What follows belongs to an exercise in optimizing a design on an open flow for small area and a short achievable clock period; a production flow would make more cautious choices.
Function was checked by simulation only, so behaviour that the tests miss may differ from the original.
Power is estimated from default activity; no workload was simulated.

## job 1098
==> module Sync_FIFO, before the edit <==
module Sync_FIFO
(
	input			clock,
	input			reset,
	input			wr_req_next,	 
	output reg		wr_req,		 
	input	[7:0]		wr_data,
	input			rd_req,
	output reg [7:0]	rd_data,
	output reg		full,
	output reg		empty,
	output reg		overflow,
	input			clear_overflow_request,
	output reg [5:0]	wr_index,
	output reg [5:0]	rd_index
);
	reg [7:0] memory [0:63];
	reg  push;
	wire pop  = rd_req & ~empty;
	wire full_next = (push & ~pop) ? (wr_index + 6'd1 == rd_index) : ((pop & ~push) ? 1'b0 : full);
	reg  [7:0] push_hi;
	wire [5:0] wr_index_next = push ? wr_index + 6'd1 : wr_index;
	always @(posedge clock)
	begin
		wr_req	<= ~reset & wr_req_next;
		push	<= ~reset & wr_req_next & ~full_next;
		push_hi	<= {8{~reset & wr_req_next & ~full_next}} & (8'd1 << wr_index_next[5:3]);
	end
	wire [7:0] wr_lo = 8'd1 << wr_index[2:0];
	wire [7:0] rd_hi = 8'd1 << rd_index[5:3];
	wire [7:0] rd_lo = 8'd1 << rd_index[2:0];
	reg  [7:0] rd_word;
	integer k;
	always @(*)
	begin
		rd_word = 8'd0;
		for (k = 0; k < 64; k = k + 1)
			rd_word = rd_word | (memory[k] & {8{rd_hi[k/8] & rd_lo[k%8]}});
	end
	genvar i;
	generate
		for (i = 0; i < 64; i = i + 1)
		begin : row
			always @(posedge clock)
				if (push_hi[i/8] & wr_lo[i%8])
					memory[i] <= wr_data;
		end
	endgenerate
	always @(posedge clock)
	begin
		if (reset)
		begin
			wr_index <= 6'd0;
			rd_index <= 6'd0;
			rd_data  <= 8'd0;
			full     <= 1'b0;
			empty    <= 1'b1;
		end
		else
		begin
			if (push)
				wr_index <= wr_index + 6'd1;
			if (pop)
			begin
				rd_index <= rd_index + 6'd1;
				rd_data  <= rd_word;
			end
			full <= full_next;
			if (push & ~pop)
				empty <= 1'b0;
			if (pop & ~push)
				empty <= (rd_index + 6'd1 == wr_index);
		end
	end
	always @(posedge clock)
	begin
		if (reset)
			overflow <= 1'b0;
		else if (clear_overflow_request)
			overflow <= 1'b0;
		else if (full & wr_req)
			overflow <= 1'b1;
	end
endmodule
clock: 4.5 ns
lec_check: 0
cap_margin: 20
core_margin: 2
core_utilization: 50
cts_buf_list: sky130_fd_sc_hd__clkbuf_16
cts_cluster_diameter: 60
cts_cluster_size: 24
place_density: 0.65
setup_slack_margin: 1.8
slew_margin: 20
run.sh (not shown) runs the stock make flow with config.mk's settings and CLKGATE_MAP_FILE= SYNTH_SCRIPT=/design/flow/synth_recipe.tcl, a recipe that flattens the netlist after the stock synthesis.
Input changes introduced in job 1538 (baseline for comparison: job 1098):
--- a/flow/design.v
+++ b/flow/design.v
@@ -25,12 +25,18 @@
 		wr_req	<= ~reset & wr_req_next;
 		push	<= ~reset & wr_req_next & ~full_next;
 		push_hi	<= {8{~reset & wr_req_next & ~full_next}} & (8'd1 << wr_index_next[5:3]);
 	end
 	wire [7:0] wr_lo = 8'd1 << wr_index[2:0];
-	wire [7:0] rd_hi = 8'd1 << rd_index[5:3];
-	wire [7:0] rd_lo = 8'd1 << rd_index[2:0];
+	reg  [7:0] rd_hi;
+	reg  [7:0] rd_lo;
+	wire [5:0] rd_index_next = reset ? 6'd0 : (pop ? rd_index + 6'd1 : rd_index);
+	always @(posedge clock)
+	begin
+		rd_hi <= 8'd1 << rd_index_next[5:3];
+		rd_lo <= 8'd1 << rd_index_next[2:0];
+	end
 	reg  [7:0] rd_word;
 	integer k;
 	always @(*)
 	begin
 		rd_word = 8'd0;
Job 1538 completed; timing, DRC and antenna clean
Relative to job 1098, post-route cell area has decreased by about 2.7% in job 1538.
Area fraction in compound gates after synthesis ends up lower on job 1098.
Final weighted congestion in routability-driven placement in job 1538 is about 8% below job 1098.
Against job 1098 as the reference, job 1538 delivers a lower post-placement setup slack.
| hold slack | job 1538 vs job 1098 | worse |
Between job 1098 and job 1538, area occupied by multi-input gates decreased.
Job 1538 vs job 1098, power in combinational cells went up by about 5%.
Compared with job 1098, job 1538 has less setup slack.
Routed wire in job 1538 totals less than in job 1098.
From job 1098 to job 1538 the numbers moved as follows: maximum VDD drop has decreased, total internal power has increased, portion of total power attributed to the clock network has increased, post-route non-filler standard cell count has decreased.

---

Another version of the RTL of I2C_Master (not shown whole).
Size in the first run: about 3,400 cells after synthesis, about 1,200 flip-flops, about 49,000 um^2 of cells after synthesis.
==> module Sync_FIFO, before the edit <==
module Sync_FIFO
(
	input			clock,
	input			reset,
	input			wr_req_next,	 
	output reg		wr_req,		 
	input	[7:0]		wr_data,
	input			rd_req,
	output reg [7:0]	rd_data,
	output reg		full,
	output reg		empty,
	output reg		overflow,
	input			clear_overflow_request,
	output reg [5:0]	wr_index,
	output reg [5:0]	rd_index
);
	reg [7:0] memory [0:63];
	reg  push;
	wire pop  = rd_req & ~empty;
	wire full_next = (push & ~pop) ? (wr_index + 6'd1 == rd_index) : ((pop & ~push) ? 1'b0 : full);
	always @(posedge clock)
	begin
		wr_req	<= ~reset & wr_req_next;
		push	<= ~reset & wr_req_next & ~full_next;
	end
	wire [7:0] wr_hi = 8'd1 << wr_index[5:3];
	wire [7:0] wr_lo = 8'd1 << wr_index[2:0];
	wire [7:0] rd_hi = 8'd1 << rd_index[5:3];
	wire [7:0] rd_lo = 8'd1 << rd_index[2:0];
	reg  [7:0] rd_word;
	integer k;
	always @(*)
	begin
		rd_word = 8'd0;
		for (k = 0; k < 64; k = k + 1)
			rd_word = rd_word | (memory[k] & {8{rd_hi[k/8] & rd_lo[k%8]}});
	end
	genvar i;
	generate
		for (i = 0; i < 64; i = i + 1)
		begin : row
			always @(posedge clock)
				if (push & wr_hi[i/8] & wr_lo[i%8])
					memory[i] <= wr_data;
		end
	endgenerate
	always @(posedge clock)
	begin
		if (reset)
		begin
			wr_index <= 6'd0;
			rd_index <= 6'd0;
			rd_data  <= 8'd0;
			full     <= 1'b0;
			empty    <= 1'b1;
		end
		else
		begin
			if (push)
				wr_index <= wr_index + 6'd1;
			if (pop)
			begin
				rd_index <= rd_index + 6'd1;
				rd_data  <= rd_word;
			end
			full <= full_next;
			if (push & ~pop)
				empty <= 1'b0;
			if (pop & ~push)
				empty <= (rd_index + 6'd1 == wr_index);
		end
	end
	always @(posedge clock)
	begin
		if (reset)
			overflow <= 1'b0;
		else if (clear_overflow_request)
			overflow <= 1'b0;
		else if (full & wr_req)
			overflow <= 1'b1;
	end
endmodule
export LEC_CHECK = 0
export CAP_MARGIN = 20
export CORE_MARGIN = 2
export CORE_UTILIZATION = 50
export CTS_BUF_LIST = sky130_fd_sc_hd__clkbuf_16
export CTS_CLUSTER_DIAMETER = 80
export CTS_CLUSTER_SIZE = 30
export PLACE_DENSITY = 0.65
export SETUP_SLACK_MARGIN = 1.8
export SLEW_MARGIN = 20
create_clock -name core_clock -period 4.5 [get_ports {clk}]
Then changed:
--- a/flow/design.v
+++ b/flow/design.v
@@ -15,18 +15,20 @@
 	output reg [5:0]	rd_index
 );
 	reg [7:0] memory [0:63];
 	reg  push;
 	wire pop  = rd_req & ~empty;
 	wire full_next = (push & ~pop) ? (wr_index + 6'd1 == rd_index) : ((pop & ~push) ? 1'b0 : full);
+	reg  [7:0] push_hi;
+	wire [5:0] wr_index_next = push ? wr_index + 6'd1 : wr_index;
 	always @(posedge clock)
 	begin
 		wr_req	<= ~reset & wr_req_next;
 		push	<= ~reset & wr_req_next & ~full_next;
+		push_hi	<= {8{~reset & wr_req_next & ~full_next}} & (8'd1 << wr_index_next[5:3]);
 	end
-	wire [7:0] wr_hi = 8'd1 << wr_index[5:3];
 	wire [7:0] wr_lo = 8'd1 << wr_index[2:0];
 	wire [7:0] rd_hi = 8'd1 << rd_index[5:3];
 	wire [7:0] rd_lo = 8'd1 << rd_index[2:0];
 	reg  [7:0] rd_word;
 	integer k;
 	always @(*)
@@ -37,13 +39,13 @@
 	end
 	genvar i;
 	generate
 		for (i = 0; i < 64; i = i + 1)
 		begin : row
 			always @(posedge clock)
-				if (push & wr_hi[i/8] & wr_lo[i%8])
+				if (push_hi[i/8] & wr_lo[i%8])
 					memory[i] <= wr_data;
 		end
 	endgenerate
 	always @(posedge clock)
 	begin
 		if (reset)
Outcome: The changed run produced a clean layout. Utilization decreases by 0.65 points. Global-route usage increases by 0.12 points. Area after synthesis climbs by about 1%. Power goes up by about 1.2%. Setup slack got worse by 0.012 ns. Synthesized cell count is higher by 0.58%. Worst hold slack gets better by 0.011 ns. Sequential share of layout area is higher by 1.0 points. Non-clock buffer count decreases by 68.

---

Setup of the baseline:
I2C_Master, a different RTL version from the one above (not shown whole).
Size: roughly 1300 flip-flops, about 94 I/O pins, about 48000 sq um of cells after synthesis.
make LEC_CHECK=0 CAP_MARGIN=20 CORE_MARGIN=2 CORE_UTILIZATION=50 CTS_BUF_LIST=sky130_fd_sc_hd__clkbuf_16 CTS_CLUSTER_DIAMETER=70 CTS_CLUSTER_SIZE=27 PLACE_DENSITY=0.65 SETUP_SLACK_MARGIN=1.8 SLEW_MARGIN=20 finish   # period 4.5 ns
Edits applied to the flow inputs when going from the baseline to the candidate:
--- a/flow/design.v
+++ b/flow/design.v
@@ -169,22 +169,15 @@
 			START		<= control_reg[17];
 			start_fsm	<= start_fsm_next;
 		end
 	end
 	wire load_cfg = ~reset & pre_tick & (state == IDLE) & ~Rd_data_flag & start_fsm_next;
 	always @(posedge clk)
 	begin
-		if (reset)
-		begin
-			R_W_N_r			<= 1'b0;
-			USE_REGISTER_r		<= 1'b0;
-			REGISTER_r		<= 8'd0;
-			USE_REPEATED_START_r	<= 1'b0;
-		end
-		else if (load_cfg)
+		if (load_cfg)
 		begin
 			R_W_N_r			<= start_fsm & control_reg[0];
 			USE_REGISTER_r		<= start_fsm & control_reg[7];
 			REGISTER_r		<= control_reg[15:8];
 			USE_REPEATED_START_r	<= control_reg[16];
 		end
 	end
@@ -216,19 +209,17 @@
 			BUSY <= 1'b1;
 		else if (state == STOP && BYTE_COUNT_r == 6'd0)
 			BUSY <= 1'b0;
 	end
 	wire bc_nz = (BYTE_COUNT_r != 6'd0);
 	always @(posedge clk)
 	begin
-		if (reset)
-			BYTE_COUNT_r <= 6'd0;
-		else if (load_cfg)
+		if (load_cfg)
 			BYTE_COUNT_r <= {6{start_fsm}} & control_reg[6:1];
-		else if (ref_clk)
+		else if (~reset & ref_clk)
 		begin
 			if ((state == SEND_SLAVE_REG_ADDR_DATA && sda_change_flag && shift_counter == 3'd0 && Addr_data_sel == 2'b11) ||
 			    (state == RD_DATA && ~i2c_scl_cpy && shift_counter == 3'd0))
 				BYTE_COUNT_r <= BYTE_COUNT_r - 6'd1;
 		end
 	end
 	always @(posedge clk)
==> results.txt <==
From the baseline to the candidate the numbers moved as follows: non-clock buffer count in the final layout decreased about 13%, cell internal power dissipation went up, tightest hold margin picked up an extra 0.012 ns.
The candidate ended up with a higher top fanout value on the critical path than the baseline did.
Comparing critical path's largest stage delay for the candidate and the baseline, the bigger number came from the candidate.
The candidate and the baseline ended up with nearly the same detail-routed net length per standard cell.
The baseline → the candidate: multiplexer fraction of the synthesized cell area closely matched the old numbers, sequential fraction of the synthesis area closely matched the old numbers, overall power after layout increased by 2.7% relative to the old numbers, final setup slack of the worst path decreased by 0.0046 ns relative to the old numbers, final cell count decreased by about 1% relative to the old numbers.
Going from the baseline to the candidate, antenna diode count has increased; final wirelength decreased by 0.96% relative to the old numbers; power share of the clock group picked up an extra 1.5 points.

==> re-timing with driven ports <==
No port has a modelled driver above. Below, the same layouts with a new extraction and two added sets of constraints.
Step 1 (the two cells are an assumption about what drives the block):
set clk [get_ports {clk}]
set_driving_cell -lib_cell sky130_fd_sc_hd__clkbuf_16 $clk
set_driving_cell -lib_cell sky130_fd_sc_hd__buf_2 [delete_from_list [all_inputs] $clk]
Step 2 also shifts input and output timing later by t, the mid clock arrival at the registers, as if the neighbouring blocks saw the same clock.
Slacks: no drivers / after step 1 / after step 2; pairs: no drivers / after step 1.
run | shift t [ns] | slack for setup (ns) | worst setup path after step 2
job 1098 | 0.743 | 1.707 / 1.523 / 1.215 | input to register
job 1538 | 0.758 | 1.666 / 1.463 / 1.284 | input to register
the first run of note 2 | 0.776 | 1.715 / 1.503 / 1.073 | input to register
the second run of note 2 | 0.762 | 1.703 / 1.473 / 1.232 | input to register
the baseline | 0.782 | 1.703 / 1.452 / 1.226 | input to register
the candidate | 0.732 | 1.698 / 1.421 / 1.249 | input to register
After both steps every run listed still meets setup and hold. For the first run of note 2, which loses most, drivers alone change the setup slack by -0.212 ns; drivers and shift together by -0.642 ns.
